This is an optimization exercise on Yosys and OpenROAD, whose aim is small area, not a production implementation. Function was checked by simulation only, so behaviour that the tests miss may differ from the original.

before:
// top
module top(
      clk,
      rst,
      srx_c,
      srx_d,
      pwm_a,
      pwm_b,
      led1,
      led2,
      led3,
      led4,
      led5,
      led6,
      output_switch0,
      output_switch1,
      output_switch2,
      output_switch3,
      output0_from_A,
      output1_from_A,
      output2_from_A,
      output3_from_A,
      output0_from_B,
      output1_from_B,
      output2_from_B,
      output3_from_B,
      sw0,
      sw1,
      sw2,
      reset_CPUA_pad,
      reset_CPUB_pad,
      power_on_A_pad,
      power_on_B_pad,
      GPIO_A,
      GPIO_B
    );
export LEC_CHECK = 0
export CAP_MARGIN = 20
export CORE_MARGIN = 2
export CORE_UTILIZATION = 40
export CTS_BUF_LIST = sky130_fd_sc_hd__clkbuf_4
export CTS_CLUSTER_DIAMETER = 50
export CTS_CLUSTER_SIZE = 8
export PLACE_DENSITY = 0.6
export SLEW_MARGIN = 20
create_clock -name core_clock -period 8.0 [get_ports {clk}]
run.sh (not shown) runs the stock make flow with config.mk's settings and CLKGATE_MAP_FILE= SYNTH_SCRIPT=/design/flow/synth_recipe.tcl, a recipe that flattens the netlist after the stock synthesis.
Inputs modified between before and after:
--- a/flow/design.v
+++ b/flow/design.v
@@ -101,17 +101,17 @@
 always @(posedge clk)
   if (rst) en <= 1'b0;
   else     en <= ~en;
 wire       pop;
 wire       push_a, push_b;
 wire       nz_a, nz_b;
 wire [7:0] head_a, head_b;
-sc_rx rx_a(.clk(clk), .rst(rst), .en(en), .srx(srx_c), .pop(pop),
+sc_rx rx_a(.clk(clk), .rst(rst), .en(en), .srx(srx_c), .pop(pop), .rd(~sel),
            .push(push_a), .nz(nz_a), .head(head_a));
-sc_rx rx_b(.clk(clk), .rst(rst), .en(en), .srx(srx_d), .pop(pop),
+sc_rx rx_b(.clk(clk), .rst(rst), .en(en), .srx(srx_d), .pop(pop), .rd(sel),
            .push(push_b), .nz(nz_b), .head(head_b));
 localparam [14:0] IDLE_HIT = 15'b001010011111011;    
 localparam [14:0] PM15 = 15'b010101010101010;
 localparam [13:0] PM14 = 14'b10101010101010;
 reg [14:0] la, lb;       
 reg        fla, flb;
 reg        cto, cto_d, sel;    
@@ -143,15 +143,15 @@
     if (cto_d) begin na <= 10'd0; nb <= 10'd0; end
     if (cto) begin
       if (na > nb) sel <= 1'b0;
       if (na < nb) sel <= 1'b1;
     end
   end
 wire       data_flag = sel ? nz_b : nz_a;
-wire [7:0] byte_in   = sel ? head_b : head_a;
+wire [7:0] byte_in   = head_a | head_b;    
 reg       dfd;
 reg [1:0] cyc;
 reg       popr;
 assign pop = popr;
 always @(posedge clk)
   if (rst) begin
     dfd <= 1'b0; cyc <= 2'd0; popr <= 1'b0;
@@ -349,22 +349,23 @@
     if (st & rise) rok <= rin;
     if (~st2) begin rok <= 1'b0; fok <= 1'b0; end
     if (~st1) tc <= 11'd0;
     else if (st & ~(&tc)) tc <= tc + 1'b1;
     if (~st1) io_r <= rok & fok;
   end
 endmodule
-module sc_rx(clk, rst, en, srx, pop, push, nz, head);
+module sc_rx(clk, rst, en, srx, pop, rd, push, nz, head);
 input        clk;
 input        rst;
 input        en;
 input        srx;
 input        pop;
 output       push;
 output       nz;
+input        rd;      
 output [7:0] head;
 reg s1, s2;
 always @(posedge clk)
   if (rst) begin s1 <= 1'b0; s2 <= 1'b0; end
   else begin s1 <= srx; s2 <= s1; end
 localparam [2:0] IDLE = 3'd0, START = 3'd1, PREP = 3'd2, BIT = 3'd3,
                  ENDB = 3'd4, STOP = 3'd5, PUSH = 3'd6;
@@ -393,15 +394,27 @@
     endcase
   end
 assign push = rpush & ~en;
 reg [7:0] mem [0:15];
 reg [3:0] top, bot;
 reg       full;
 assign nz   = full | (top != bot);
-assign head = mem[bot];
+reg [7:0] grp [0:3];
+reg [7:0] head_r;
+integer   hi, hj;
+always @* begin
+  head_r = 8'h00;
+  for (hj = 0; hj < 4; hj = hj + 1) begin
+    grp[hj] = 8'h00;
+    for (hi = 0; hi < 4; hi = hi + 1)
+      grp[hj] = grp[hj] | (mem[{hj[1:0], hi[1:0]}] & {8{bot[1:0] == hi[1:0]}});
+    head_r = head_r | (grp[hj] & {8{rd & (bot[3:2] == hj[1:0])}});
+  end
+end
+assign head = head_r;
 always @(posedge clk)
   if (push & ~full) mem[top] <= sh[8:1];
 always @(posedge clk)
   if (rst) begin
     top <= 4'd0; bot <= 4'd0; full <= 1'b0;
   end else
     case ({push, pop})
## What came out
On after: final critical-path setup slack is 0.60 ns higher than what before gave.
Of before and after, the higher share of the clock period used by the worst path after layout belongs to before.
Summary of after over before: critical path depth rose by 2, met3 track demand over resource in global routing fell by 0.28 points.
after closes out successfully: all stages finished, all timing, DRC and antenna checks passed.
Measured against each other, before and after differ in combined global-route utilization of all metal layers, the lower figure coming from before.
Number of ordinary inverters in the final layout of after exceeds that of before slightly.
| timing-limited maximum frequency | after vs before | better |

afterwards: timing with drivers on the ports:
The flow's constraints put no driver on any port. The routed layouts listed below were extracted and timed again, unchanged, in two steps. Step 1 sets driving cells, clkbuf_16 on the clock port and buf_2 on the other inputs (assumed; they add their load-dependent delay and slew). Step 2 moves the port delays by t, midway between the first and last clock arrival at a register: inputs arrive t later, outputs are due t later. That takes back most of the time a late clock gives input paths. a / b / c = ideal ports / drivers / drivers and shift; a / b = the first two.
| run | shift t [ns] | setup WS [ns] | slew at the worst register clock pin (ns) | cell pins on the clock port's net |
|---|---|---|---|---|
| before | 0.896 | 3.101 / 3.101 / 3.101 | 0.11 / 0.11 | 1 |
| after | 0.869 | 3.699 / 3.699 / 3.699 | 0.11 / 0.11 | 1 |
After both steps every run listed still meets setup and hold.
